Context: an optimization exercise on an open-source flow, tuned for small area. The choices shown serve that exercise and are no tape-out recipe.
No functional check of the RTL was part of this run.
No activity file was given, so power comes from the tool's default toggle rates.

File: design/flow/design.v
module multiplier3 (
    input           clk,
    input           rst,
    input [15:0]    instr,
    input [15:0]    A,
    input [15:0]    B,
    output [15:0]   product,
    output [1:0]    mul_status,
    output [15:0]   ex_instr_out
);
    reg [15:0]      m2_instr;
    reg [20:0]      m2_pp [3:0];
    reg [15:0]      ex_instr;
    reg [31:0]      ex_sum;
    assign mul_status[1] = (m2_instr != 16'd0);
    assign mul_status[0] = (ex_instr != 16'd0);
    assign ex_instr_out = ex_instr;
    assign product = (ex_sum > 16'hffff ? 16'hffff : ex_sum[15:0]);
    always @(posedge clk) begin
        if (rst == 1'b1) begin
            m2_instr <= 16'd0;
            ex_instr <= 16'd0;
        end else begin
            m2_instr <= instr;
            ex_instr <= m2_instr;
        end
        m2_pp[3] <= (((A & {16{B[15]}}) << 3) 
                    + ((A & {16{B[14]}}) << 2)
                    + ((A & {16{B[13]}}) << 1)
                    + ((A & {16{B[12]}})));
        m2_pp[2] <= (((A & {16{B[11]}}) << 3) 
                    + ((A & {16{B[10]}}) << 2)
                    + ((A & {16{B[9]}}) << 1)
                    + ((A & {16{B[8]}})));
        m2_pp[1] <= (((A & {16{B[7]}}) << 3) 
                    + ((A & {16{B[6]}}) << 2)
                    + ((A & {16{B[5]}}) << 1)
                    + ((A & {16{B[4]}})));
        m2_pp[0] <= (((A & {16{B[3]}}) << 3) 
                    + ((A & {16{B[2]}}) << 2)
                    + ((A & {16{B[1]}}) << 1)
                    + ((A & {16{B[0]}})));
        ex_sum <= (m2_pp[3] << 12) + (m2_pp[2] << 8)
                   + (m2_pp[1] << 4) + m2_pp[0];
    end
endmodule
module alu (
    input           clk,
    input           rst,
    input [15:0]    rs1_data,
    input [15:0]    rs2_data,
    input [15:0]    instr,
    input [15:0]    pc,
    output reg [15:0]   out,
    output [1:0]    alu_status,
    output [15:0]   ex_instr_out,
    output reg      br_taken,
    output reg [15:0]   br_target
);
    reg [15:0] alu_instr;
    wire [15:0] mul_instr;
    reg [15:0] A;
    reg [15:0] B;
    reg [3:0] opcode;
    reg sel;
    wire [15:0] mul_out;
    wire [1:0] mul_status;
    multiplier3 mul(
        .clk (clk),
        .rst (rst),
        .instr (mul_instr),
        .A (rs1_data),
        .B (rs2_data),
        .product (mul_out),
        .mul_status (mul_status),
        .ex_instr_out (ex_instr_out)
    );
    assign alu_status = mul_status;
    assign mul_instr = (instr[15:12] == 4'h5 ? instr : 4'd0);
    always @(*) begin
        sel = (alu_status != 2'b00 || instr[15:12] == 4'h5);
        alu_instr = instr;
        A = rs1_data;
        B = rs2_data;
        if (sel == 1'b1)  begin
            alu_instr = ex_instr_out;
        end
        opcode = alu_instr[15:12];
        if (opcode > 4'h5) begin
            B = alu_instr[7:4];
        end
        br_taken = 1'b0;
        br_target = 16'd0;
        out = 16'd0;
        if (opcode == 4'h0 || opcode == 4'h6 || opcode == 4'hb || opcode == 4'hc) begin
            out = A + B;
        end else if (opcode == 4'h1) begin
            out = A - B;
        end else if (opcode == 4'h2 || opcode == 4'h7) begin
            out = A & B;
        end else if (opcode == 4'h3 || opcode == 4'h8) begin
            out = A | B;
        end else if (opcode == 4'h4) begin
            out = A ^ B;
        end else if (opcode == 4'h9) begin
            out = A << B;
        end else if (opcode == 4'ha) begin
            out = A >> B;
        end else if (opcode == 4'h5) begin
            out = mul_out;
        end else if (opcode == 4'hd) begin
            out = 16'd0;
            if (rs1_data != rs2_data)
                br_taken = 1'b1;
            br_target = pc + {{12{instr[7]}}, instr[7:4]};
        end else if (opcode == 4'he) begin
            out = pc + 16'd1;
            br_taken = 1'b1;
            br_target = pc + {{8{instr[11]}}, instr[11:4]};
        end else if (opcode == 4'hf) begin
            out = pc + 16'd1;
            br_taken = 1'b1;
            br_target = A + {{12{instr[7]}}, instr[7:4]};
        end
    end
endmodule
module register_file(
    input clk,
    input rst,
    input [3:0]    rd_1,
    input [3:0]    rd_2,
    input [3:0]    wr,
    input [15:0]    wr_data,
    input           wr_en,
    output reg [15:0] rd_1_data,
    output reg [15:0] rd_2_data
);
    reg [15:0] gpr [15:0];
    integer i;
    always @(posedge clk) begin
        if (rst == 1'b1) begin
            rd_1_data <= 16'd0;
            rd_2_data <= 16'd0;
            for (i = 0; i < 16; i = i + 1) begin
                gpr[i] <= 16'd0;
            end
        end else begin
            rd_1_data <= gpr[rd_1];
            rd_2_data <= gpr[rd_2];
            if (wr_en == 1'b1 && wr != 4'd0) begin
                gpr[wr] <= wr_data;
            end
            gpr[4'd0] <= 16'd0;
        end
    end
endmodule
module hazard_control(
    input [15:0]   id_instr,
    input [3:0]    ex_rd,
    input [3:0]    mem_rd,
    input [3:0]    wb_rd,
    input [1:0]    alu_status,
    input [3:0]    m1_opcode,    
    input          fwd_r1_en,
    input          fwd_r2_en,
    output reg if_id_stall,
    output reg id_ex_stall
);
    wire [3:0] id_rs1;
    wire [3:0] id_rs2;
    assign id_rs1 = (id_instr[15:12] != 4'he ? id_instr[11:8] : 4'd0);
    assign id_rs2 = (id_instr[15:12] < 4'h6 ? id_instr[7:4] : (id_instr[15:13] == 3'b110 ? id_instr[3:0] : 4'd0));
    assign rs1_hazard = (id_rs1 != 4'd0 && (id_rs1 == ex_rd || id_rs1 == mem_rd || id_rs1 == wb_rd));
    assign rs2_hazard = (id_rs2 != 4'd0 && (id_rs2 == ex_rd || id_rs2 == mem_rd || id_rs2 == wb_rd));
    always @(*) begin
        if_id_stall = 1'b0;
        id_ex_stall = 1'b0;
        if (alu_status > 2'b01 || m1_opcode == 4'h5) begin
            if_id_stall = 1'b1;
            id_ex_stall = 1'b1;
        end else if ((rs1_hazard && fwd_r1_en == 1'b0) || (rs2_hazard && fwd_r2_en == 1'b0)) begin
            if_id_stall = 1'b1;
            id_ex_stall = 1'b1;
        end
        if (id_instr[15:12] == 4'hd || id_instr[15:12] == 4'he ||id_instr[15:12] == 4'hf) begin
            if_id_stall = 1'b1;
        end
    end
endmodule
module forward_control(
    input [15:0]   id_instr,
    input [15:0]   ex_instr,
    input [15:0]   mem_instr,
    input [3:0]   wb_dest,
    input          wb_en,
    input [15:0]   ex_data,
    input [15:0]   mem_data,
    input [15:0]   wb_data,
    output reg [15:0]   fwd_r1_data,
    output reg          fwd_r1_en,
    output reg [15:0]   fwd_r2_data,
    output reg          fwd_r2_en
);
    wire [3:0] id_rs1;
    wire [3:0] id_rs2;
    assign id_rs1 = (id_instr[15:12] != 4'he ? id_instr[11:8] : 4'd0);
    assign id_rs2 = (id_instr[15:12] < 4'h6 ? id_instr[7:4] : (id_instr[15:13] == 3'b110 ? id_instr[3:0] : 4'd0));
    wire [3:0] ex_dest;
    wire       ex_rdy;
    wire [3:0] mem_dest;
    wire       mem_rdy;
    assign ex_dest = (ex_instr[15:13] != 3'b110 ? ex_instr[3:0] : 4'd0);
    assign ex_rdy = (ex_instr[15:12] != 4'hb);
    assign mem_dest = (mem_instr[15:13] != 3'b110 ? mem_instr[3:0] : 4'd0);
    assign mem_rdy = (mem_instr[15:12] != 4'hb);
    always @(*) begin
        fwd_r1_en = 1'b0;
        fwd_r1_data = 4'd0;
        if (id_rs1 != 4'd0) begin
            if (id_rs1 == wb_dest && wb_en == 1'b1 && id_rs1 != mem_dest && id_rs1 != ex_dest) begin
                fwd_r1_data = wb_data;
                fwd_r1_en = 1'b1;
            end else if (id_rs1 == mem_dest && mem_rdy == 1'b1 && id_rs1 != ex_dest) begin
                fwd_r1_data = mem_data;
                fwd_r1_en = 1'b1;
            end else if (id_rs1 == ex_dest && ex_rdy == 1'b1) begin
                fwd_r1_data = ex_data;
                fwd_r1_en = 1'b1;
            end
        end
        fwd_r2_en = 1'b0;
        fwd_r2_data = 4'd0;
        if (id_rs2 != 4'd0) begin
            if (id_rs2 == wb_dest && wb_en == 1'b1 && id_rs2 != mem_dest && id_rs2 != ex_dest) begin
                fwd_r2_data = wb_data;
                fwd_r2_en = 1'b1;
            end else if (id_rs2 == mem_dest && mem_rdy == 1'b1 && id_rs2 != ex_dest) begin
                fwd_r2_data = mem_data;
                fwd_r2_en = 1'b1;
            end else if (id_rs2 == ex_dest && ex_rdy == 1'b1) begin
                fwd_r2_data = ex_data;
                fwd_r2_en = 1'b1;
            end
        end
    end
endmodule
module i_cache (
    input clk,
    input rst,
    input [15:0] rd_dest,
    input rd_en,
    input nop,
    input [15:0] imem_rdata,
    output reg [15:0] rd_out,
    output reg [15:0] pc_out
);
    always @(posedge clk) begin
        if (rst == 1'b1) begin
            rd_out <= 16'd0;
            pc_out <= 16'hffff;
        end else begin
            if (rd_en == 1'b1) begin
                rd_out <= imem_rdata;
                pc_out <= rd_dest;
            end
            if (nop == 1'b1) begin
                rd_out <= 16'd0;
            end
        end
    end
endmodule
module d_cache (
    input clk,
    input rst,
    input           rd_en,
    input [15:0]    dmem_rdata,
    output reg [15:0] rd_out
);
    always @(posedge clk) begin
        if (rst == 1'b1) begin
            rd_out <= 16'd0;
        end else if (rd_en == 1'b1) begin
            rd_out <= dmem_rdata;
        end
    end
endmodule
module manta_style (
    input clk,
    input rst,
    output [15:0] imem_addr,
    output        imem_re,
    input  [15:0] imem_rdata,
    output [15:0] dmem_addr,
    output        dmem_re,
    output        dmem_we,
    output [15:0] dmem_wdata,
    input  [15:0] dmem_rdata
);
    reg [15:0] pc;
    reg [15:0] id_instr;
    reg [15:0] id_pc;
    reg [3:0] id_rs1;
    reg [3:0] id_rs2;
    reg [3:0] id_wr;
    reg [15:0] id_wr_data;
    reg        id_wr_en;
    reg [15:0] ex_instr;
    reg [15:0] ex_pc;
    reg [15:0] ex_fwd_r1_data;
    reg        ex_fwd_r1_en;
    reg [15:0] ex_fwd_r2_data;
    reg        ex_fwd_r2_en;
    reg [15:0] ex_rs1_data;
    reg [15:0] ex_rs2_data;
    reg [15:0] ex_alu_out;
    reg [1:0]  alu_status;
    reg [15:0] alu_ex_instr;
    reg        br_taken;
    reg [15:0] br_target;
    reg [15:0] mem_instr;
    reg [15:0] mem_pc;
    reg [15:0] mem_rd_dest;
    reg        mem_rd_en;
    reg [15:0] mem_wr_dest;
    reg [15:0] mem_wr_data;
    reg        mem_wr_en;
    reg  [15:0] mem_alu_out;
    reg [15:0] mem_r2_data;
    reg [15:0] wb_instr;
    reg [15:0] wb_pc;
    reg [15:0] wb_mem_out;
    reg [15:0] wb_alu_out;
    reg [3:0]    hc_ex_rd;
    reg [3:0]    hc_mem_rd;
    reg [3:0]    hc_wb_rd;
    reg [3:0]    hc_m1_opcode;
    reg        if_id_stall;
    reg        id_ex_stall;
    wire        if_id_stall_wire;
    wire        id_ex_stall_wire;
    wire [15:0] id_instr_wire;
    wire [15:0] id_pc_wire;
    wire [15:0] ex_rs1_data_wire;
    wire [15:0] ex_rs2_data_wire;
    wire [15:0] ex_alu_out_wire;
    wire [1:0] alu_status_wire;
    wire [15:0] alu_ex_instr_wire;
    wire        br_taken_wire;
    wire [15:0] br_target_wire;
    wire [15:0] wb_mem_out_wire;
    wire [15:0] fwd_r1_data_wire;
    wire        fwd_r1_en_wire;
    wire [15:0] fwd_r2_data_wire;
    wire        fwd_r2_en_wire;
    hazard_control hc(
        .id_instr (id_instr),
        .ex_rd (hc_ex_rd),
        .mem_rd (hc_mem_rd),
        .wb_rd (hc_wb_rd),
        .alu_status (alu_status),
        .m1_opcode (ex_instr[15:12]),        
        .fwd_r1_en (fwd_r1_en_wire),
        .fwd_r2_en (fwd_r2_en_wire),
        .if_id_stall (if_id_stall_wire),
        .id_ex_stall (id_ex_stall_wire)
    );
    forward_control fc(
        .id_instr (id_instr),
        .ex_instr ((alu_status == 2'b00 && ex_instr[15:12] != 4'h5) ? ex_instr : alu_ex_instr),
        .mem_instr (mem_instr),
        .wb_dest (id_wr),
        .wb_en (id_wr_en),
        .ex_data (ex_alu_out_wire),
        .mem_data (mem_alu_out),
        .wb_data (id_wr_data),
        .fwd_r1_data (fwd_r1_data_wire),
        .fwd_r1_en (fwd_r1_en_wire),
        .fwd_r2_data (fwd_r2_data_wire),
        .fwd_r2_en (fwd_r2_en_wire)
    );
    i_cache icache(
        .clk (clk),
        .rst (rst),
        .rd_dest (pc),
        .rd_en (~if_id_stall),
        .nop (if_id_stall == 1'b1 && id_ex_stall == 1'b0),
        .imem_rdata (imem_rdata),
        .rd_out (id_instr_wire),
        .pc_out (id_pc_wire)
    );
    register_file rf(
        .clk (clk),
        .rst (rst),
        .rd_1 (id_rs1),
        .rd_2 (id_rs2),
        .wr (id_wr),
        .wr_data (id_wr_data),
        .wr_en (id_wr_en),
        .rd_1_data (ex_rs1_data_wire),
        .rd_2_data (ex_rs2_data_wire)
    );
    alu alu(
        .clk (clk),
        .rst (rst),
        .rs1_data (ex_rs1_data),
        .rs2_data (ex_rs2_data),
        .instr (ex_instr),
        .pc (ex_pc),
        .out (ex_alu_out_wire),
        .alu_status (alu_status_wire),
        .ex_instr_out (alu_ex_instr_wire),
        .br_taken (br_taken_wire),
        .br_target (br_target_wire)
    );
    d_cache dcache(
        .clk (clk),
        .rst (rst),
        .rd_en (mem_rd_en),
        .dmem_rdata (dmem_rdata),
        .rd_out (wb_mem_out_wire)
    );
    assign imem_addr = pc;
    assign imem_re = ~if_id_stall;
    assign dmem_addr = mem_rd_dest;
    assign dmem_re = mem_rd_en;
    assign dmem_we = mem_wr_en;
    assign dmem_wdata = mem_wr_data;
    always @(*) begin
        if_id_stall = if_id_stall_wire;
        id_ex_stall = id_ex_stall_wire;
        id_instr = id_instr_wire;
        id_pc = id_pc_wire;
        ex_rs1_data = ex_rs1_data_wire;
        ex_rs2_data = ex_rs2_data_wire;
        ex_alu_out = ex_alu_out_wire;
        alu_status = alu_status_wire;
        alu_ex_instr = alu_ex_instr_wire;
        br_taken = br_taken_wire;
        br_target = br_target_wire;
        if (if_id_stall != 1'b1) begin
            pc = id_pc + 1;
            if (br_taken == 1'b1) begin
                pc = br_target;
            end
        end else begin
            pc = id_pc;
        end
        id_rs1 = id_instr[11:8];
        id_rs2 = (id_instr[15:12] < 4'h6 ? id_instr[7:4] : (id_instr[15:13] == 3'b110 ? id_instr[3:0] : 4'd0));
        id_wr = wb_instr[3:0];
        id_wr_data = (wb_instr[15:12] != 4'hb ? wb_alu_out : wb_mem_out_wire);
        id_wr_en = (wb_instr[15:12] != 4'hc && wb_instr[15:12] != 4'hd ? 1'b1 : 1'b0);
        if (ex_fwd_r1_en == 1'b1) begin
            ex_rs1_data = ex_fwd_r1_data;
        end
        if (ex_fwd_r2_en == 1'b1) begin
            ex_rs2_data = ex_fwd_r2_data;
        end
        mem_rd_dest = mem_alu_out;
        mem_wr_dest = mem_alu_out;
        mem_wr_data = mem_r2_data;
        mem_rd_en = 1'b0;
        mem_wr_en = 1'b0;
        if (mem_instr[15:12] == 4'hb) begin
            mem_rd_en = 1'b1;
        end else if (mem_instr[15:12] == 4'hc) begin
            mem_wr_en = 1'b1;
        end
        hc_mem_rd = (mem_instr[15:13] != 3'b110 ? mem_instr[3:0] : 4'd0);
        hc_wb_rd = (wb_instr[15:13] != 3'b110 ? wb_instr[3:0] : 4'd0);
        hc_ex_rd = (alu_ex_instr[15:13] != 3'b110 ? alu_ex_instr[3:0] : 4'd0);
        if (alu_status == 2'b00 && ex_instr[15:12] != 4'h5) begin
            hc_ex_rd = (ex_instr[15:13] != 3'b110 ? ex_instr[3:0] : 4'd0);
        end
    end
    always @(posedge clk) begin
        if (rst == 1'b1) begin
            ex_pc <= 16'd0;
            ex_instr <= 16'd0;
            ex_fwd_r1_data <= 16'd0;
            ex_fwd_r1_en <= 1'b0;
            ex_fwd_r2_data <= 16'd0;
            ex_fwd_r2_en <= 1'b0;
            mem_instr <= 16'd0;
            mem_alu_out <= 16'd0;
            mem_r2_data <= 16'd0;
            wb_instr <= 16'd0;
            wb_alu_out <= 16'd0;
        end else begin
            ex_pc <= id_pc_wire;
            if (id_ex_stall != 1'b1) begin
                ex_instr <= id_instr;
            end else begin
                ex_instr <= 4'h0;
            end
            ex_fwd_r1_data <= fwd_r1_data_wire;
            ex_fwd_r1_en <= fwd_r1_en_wire;
            ex_fwd_r2_data <= fwd_r2_data_wire;
            ex_fwd_r2_en <= fwd_r2_en_wire;
            if (alu_status == 2'b00 && ex_instr[15:12] != 4'h5) begin
                mem_instr <= ex_instr;
            end else begin
                mem_instr <= alu_ex_instr;
            end
            mem_alu_out <= ex_alu_out;
            mem_r2_data <= ex_rs2_data;
            wb_instr <= mem_instr;
            wb_alu_out <= mem_alu_out;
        end
    end
endmodule
File: design/flow/constraint.sdc
create_clock -name core_clock -period 8.0 [get_ports {clk}]
set_input_delay 1.6000 -clock core_clock [delete_from_list [all_inputs] [get_ports {clk}]]
set_output_delay 1.6000 -clock core_clock [all_outputs]
set_load 0.01 [all_outputs]
File: design/flow/config.mk
export PLATFORM = sky130hd
export DESIGN_NAME = manta_style
export DESIGN_NICKNAME = manta_style
export VERILOG_FILES = /design/flow/design.v
export SDC_FILE = /design/flow/constraint.sdc
export NUM_CORES = 4
export LEC_CHECK = 0
export CAP_MARGIN = 20
export CORE_MARGIN = 2
export CORE_UTILIZATION = 40
export PLACE_DENSITY = 0.6
export SLEW_MARGIN = 20
File: design/flow/run.sh
#!/bin/bash
# synth_recipe.tcl (not shown) runs the flow's synth.tcl, then flattens the netlist and writes it again
# the make line also repeats each setting of config.mk as NAME=value (left out here)
make -C /OpenROAD-flow-scripts/flow DESIGN_CONFIG=/design/flow/config.mk WORK_HOME=/design/flow/orfs CLKGATE_MAP_FILE= SYNTH_SCRIPT=/design/flow/synth_recipe.tcl finish
==> impl_metrics.env <==
export IMPL_r2r_start="ex_fwd_r2_en"
export IMPL_min_period_over_period=0.916
export IMPL_reg2reg_to="ex_fwd_r1_data[15]"
export IMPL_worstPathArrival_ns=5.73
export IMPL_grt_pass1_wl_um=212000
export IMPL_rows=116
export IMPL_cp_end_kind="output port"
export IMPL_finalHoldViolations=0
export IMPL_worstHoldStart="alu.mul.m2_pp[0][3]"
export IMPL_tightest_slew_ns=1.20
export IMPL_dr_pass1_iters=8
export IMPL_p_per_area_nw_per_um2=228
export IMPL_cts_tree="yes"
export IMPL_whs_path_depth=0
export IMPL_dp_hpwl_um=99600
export IMPL_startpoint="ex_fwd_r2_en"
export IMPL_required_ns=6.40
export IMPL_p_leak_nw=18.5
export IMPL_ys_flop_type="dfxtp_1"
export IMPL_synth_distinct_cells=116
export IMPL_final_layout_size_suffix_gt1_frac=0.0908
export IMPL_wire_per_inst_um=24.5
export IMPL_rsz0062_at_grt="false"
export IMPL_fin_tns_setup_ns=0
export IMPL_synthesis_area_um2=40100
export IMPL_critPathMaxStageDelay_ns=0.88
export IMPL_syn_avg_cell_area_um2=9.16
export IMPL_ctsHoldBuffers=0
export IMPL_drt_iter0_drc=4009
export IMPL_cp_num_buf_inv=4
export IMPL_cts_setup_buffers=0
export IMPL_die_width_um=321
export IMPL_cts_resized=0
export IMPL_cts_htree_levels=3
export IMPL_r2r_slack_ns=1.18
export IMPL_rr_worst_depth=19
export IMPL_fp_dieArea_um2=103000
export IMPL_insertion_delay_ns=0.68
export IMPL_crit_type="flop to output port"
export IMPL_setup_viol=0
export IMPL_ys_warn_count=11
export IMPL_setup_slack_ns=0.674
export IMPL_grt_overflow=0
export IMPL_hold_class="flop to flop"
export IMPL_viasPerCell=5.92
export IMPL_fillers=9610
export IMPL_syn_inst=4385
export IMPL_gp_congestion=0.999
export IMPL_clockBufferDepth=3
export IMPL_io_pins=85
export IMPL_die_h_um=321
export IMPL_antenna_found_initial=2
export IMPL_track_usage=0.273
export IMPL_worstHoldEndpoint="alu.mul.ex_sum[3]"
export IMPL_drc_errors=0
export IMPL_area_delta_synth_final_pct=12.3
export IMPL_cp_start_kind="flop"
export IMPL_clk_pin_slew_worst_paths_ns=0.06
export IMPL_fin_skew_ns=0.0345
export IMPL_synth_top_area_cell="dfxtp_1"
export IMPL_synth_top_area_share=0.186
export IMPL_path_max_fanout=20
export IMPL_pre_cts_ws_ns=1.46
export IMPL_final_antenna_net_count=0
export IMPL_wirelength_um=142000
export IMPL_cts_buffers=72
export IMPL_status="timing/DRC/antenna clean"
export IMPL_synth_async_sr_flop_share=0
export IMPL_fin_crit_ns=7.33
export IMPL_coreArea_um2=99900
export IMPL_slowest_stage="mux2i_1"
export IMPL_irDropWorstVdd_mv=0.172
export IMPL_final_nets=4836
export IMPL_start_util=0.402
export IMPL_clockRootBuffer="clkbuf_16"
export IMPL_slew_violations=0
export IMPL_maxCapViolCount=0
export IMPL_seq_area_frac_synth=0.366
export IMPL_critPathTopFamily="buffers and inverters"
export IMPL_port_buffers=84
export IMPL_cpMostUsedCell="nand2_1"
export IMPL_crit_chain="buf_4 -> mux2i_1 -> inv_1 -> ha_1 -> nor4_1 -> nand4_1 -> nand2_1 -> nand2_1 -> nand2_1 -> buf_4 -> a221o_1 -> o21ai_0 -> a21oi_1 -> clkdlybuf4s50_1"
export IMPL_max_slew_margin=0.201
export IMPL_max_freq_ghz=0.137
export IMPL_cts_sinks=613
export IMPL_via_count=34100
export IMPL_synth_edff_count=240
export IMPL_grt_max_degree=71
export IMPL_netlist_top_cells_area="dfxtp_1 (19%), edfxtp_1 (18%), ha_1 (7.6%)"
export IMPL_first_global_vias=33200
export IMPL_ys_seq_elements=613
worst register-to-register path: cells and delay by family, from the launching register on:
| kind | cells | cell delay [ns] |
|---|---|---|
| mux | 1 | 0.89 |
| compound gates | 11 | 3.41 |
| simple gates | 2 | 0.32 |
| flops | 1 | 0.41 |
| fa+ha+maj | 1 | 0.30 |
| buf+inv | 4 | 1.37 |
logic make-up after synthesis:
family                   share of synthesized area
AND/OR/NAND/NOR                              0.192
AO/OA/AOI/OAI                                0.151
flip-flops                                   0.366
buffers and inverters                       0.0504
adder cells (fa/ha/maj)                      0.149
XOR/XNOR                                    0.0319
multiplexers                                0.0605
other                                    0.0000934
cell usage after synthesis (56+ instances only):
cell type and instances:
nand2_1 641, nor2_1 538, dfxtp_1 373, ha_1 243, edfxtp_1 240, inv_1 239
a21oi_1 226, clkbuf_1 189, fa_1 147, nand3_1 134, o21ai_0 130, xnor2_1 105
mux4_2 80, nor2b_1 72, nor3_1 65, and3_1 57, mux2i_1 56
how the worst max path moves through the flow:
stage | end | depth (start not counted) | slack [ns]
final | imem_addr[14] | 14 | 0.67
after global routing | imem_addr[14] | 14 | 0.47
after CTS | imem_addr[14] | 14 | 0.72
after detailed placement | imem_addr[14] | 14 | 1.46
after global placement | imem_addr[14] | 14 | 1.44
after floorplan | imem_addr[15] | 18 | 2.65
flip-flops by register name (all words and copies together), names as in the netlist:
register          cells
rf.gpr              256
alu.mul.m2_pp        83
alu.mul.ex_sum       32
alu.mul.ex_instr     16
alu.mul.m2_instr     16
dcache.rd_out        16
ex_fwd_r1_data       16
ex_fwd_r2_data       16
ex_instr             16
ex_pc                16
icache.pc_out        16
icache.rd_out        16
mem_alu_out          16
mem_r2_data          16
rf.rd_1_data         16
rf.rd_2_data         16
wb_alu_out           16
mem_instr             8
wb_instr              8
ex_fwd_r1_en          1
ex_fwd_r2_en          1
placed cells by master, fill, tap and decap left out, types with 72 or more instances in the layout:
cell type,instances
nor2_1,538
clkdlybuf4s50_1,83
nor2b_1,72
dfxtp_1,371
fa_1,147
clkbuf_16,77
edfxtp_1,240
o21ai_0,130
mux4_2,80
ha_1,243
inv_1,239
nand3_1,134
a21oi_1,226
xnor2_1,105
buf_4,114
nand2_1,640
cell type report:
| class | instances | area, um2 | share of cell area |
|---|---|---|---|
| Sequential cell | 613 | 14700 | 0.326 |
| Inverter | 247 | 927 | 0.0206 |
| Antenna cell | 2 | 5.00 | 0.000111 |
| Timing Repair Buffer | 198 | 1700 | 0.0377 |
| Clock buffer | 99 | 2150 | 0.0477 |
| Tap cell | 1298 | 1620 | 0.0360 |
| Multi-Input combinational cell | 3280 | 23600 | 0.523 |
| Clock inverter | 34 | 423 | 0.00938 |
through the flow:
step	utilization	instances	hold WS, ns	power (mW)	cell area, um2
after global routing	0.451	5769	0.326	10.7	45100
after floorplan	-	4402	0.310	5.69	40200
after CTS	0.451	5769	0.324	10.3	45100
after detailed placement	0.426	5636	0.314	6.75	42500
after global placement	0.426	5636	0.310	6.74	42500
final	0.451	5771	0.324	10.3	45100
report_power, final:
| group | leakage [nW] | total (mW) | internal (mW) | switching, mW |
|---|---|---|---|---|
| logic | 11.7 | 2.97 | 1.10 | 1.87 |
| registers | 5.54 | 3.76 | 3.55 | 0.215 |
| clock network | 1.26 | 3.52 | 2.07 | 1.44 |
| total | 18.5 | 10.3 | 6.72 | 3.53 |
per-layer routing:
metal | global-route usage | vias to the layer above | share of wire
met1 | 0.365 | 16700 | 0.42
met3 | 0.0492 | 360 | 0.081
met5 | 0 | - | 0.00016
met4 | 0.110 | 4 | 0.045
li1 | - | 15500 | -
met2 | 0.436 | 1592 | 0.46

[port drivers added, routing unchanged]
No port has a modelled driver above. Below, the same layout with a new extraction and two added sets of constraints. Step 1 sets driving cells, clkbuf_16 on the clock port and buf_2 on the other inputs (assumed; they add their load-dependent delay and slew). Step 2 adds t to the input delays and takes it off the output delays; t is the mean of the earliest and latest rising clock arrival at the registers after step 1. Input paths then give back, and output paths get back, about the clock's delay inside the block. Three values: ideal, step 1, step 2; two values: the first two.
t, ns: 0.722
slack for setup (ns): 0.674 / 0.610 / 1.180
worst setup path after step 2: register to register
clock arrival spread, ns: 0.037 / 0.037
slew at the worst register clock pin (ns): 0.07 / 0.07
After both steps setup and hold are still met in this run. The setup slack of this run moves by -0.064 ns with the drivers and by +0.506 ns with both steps.
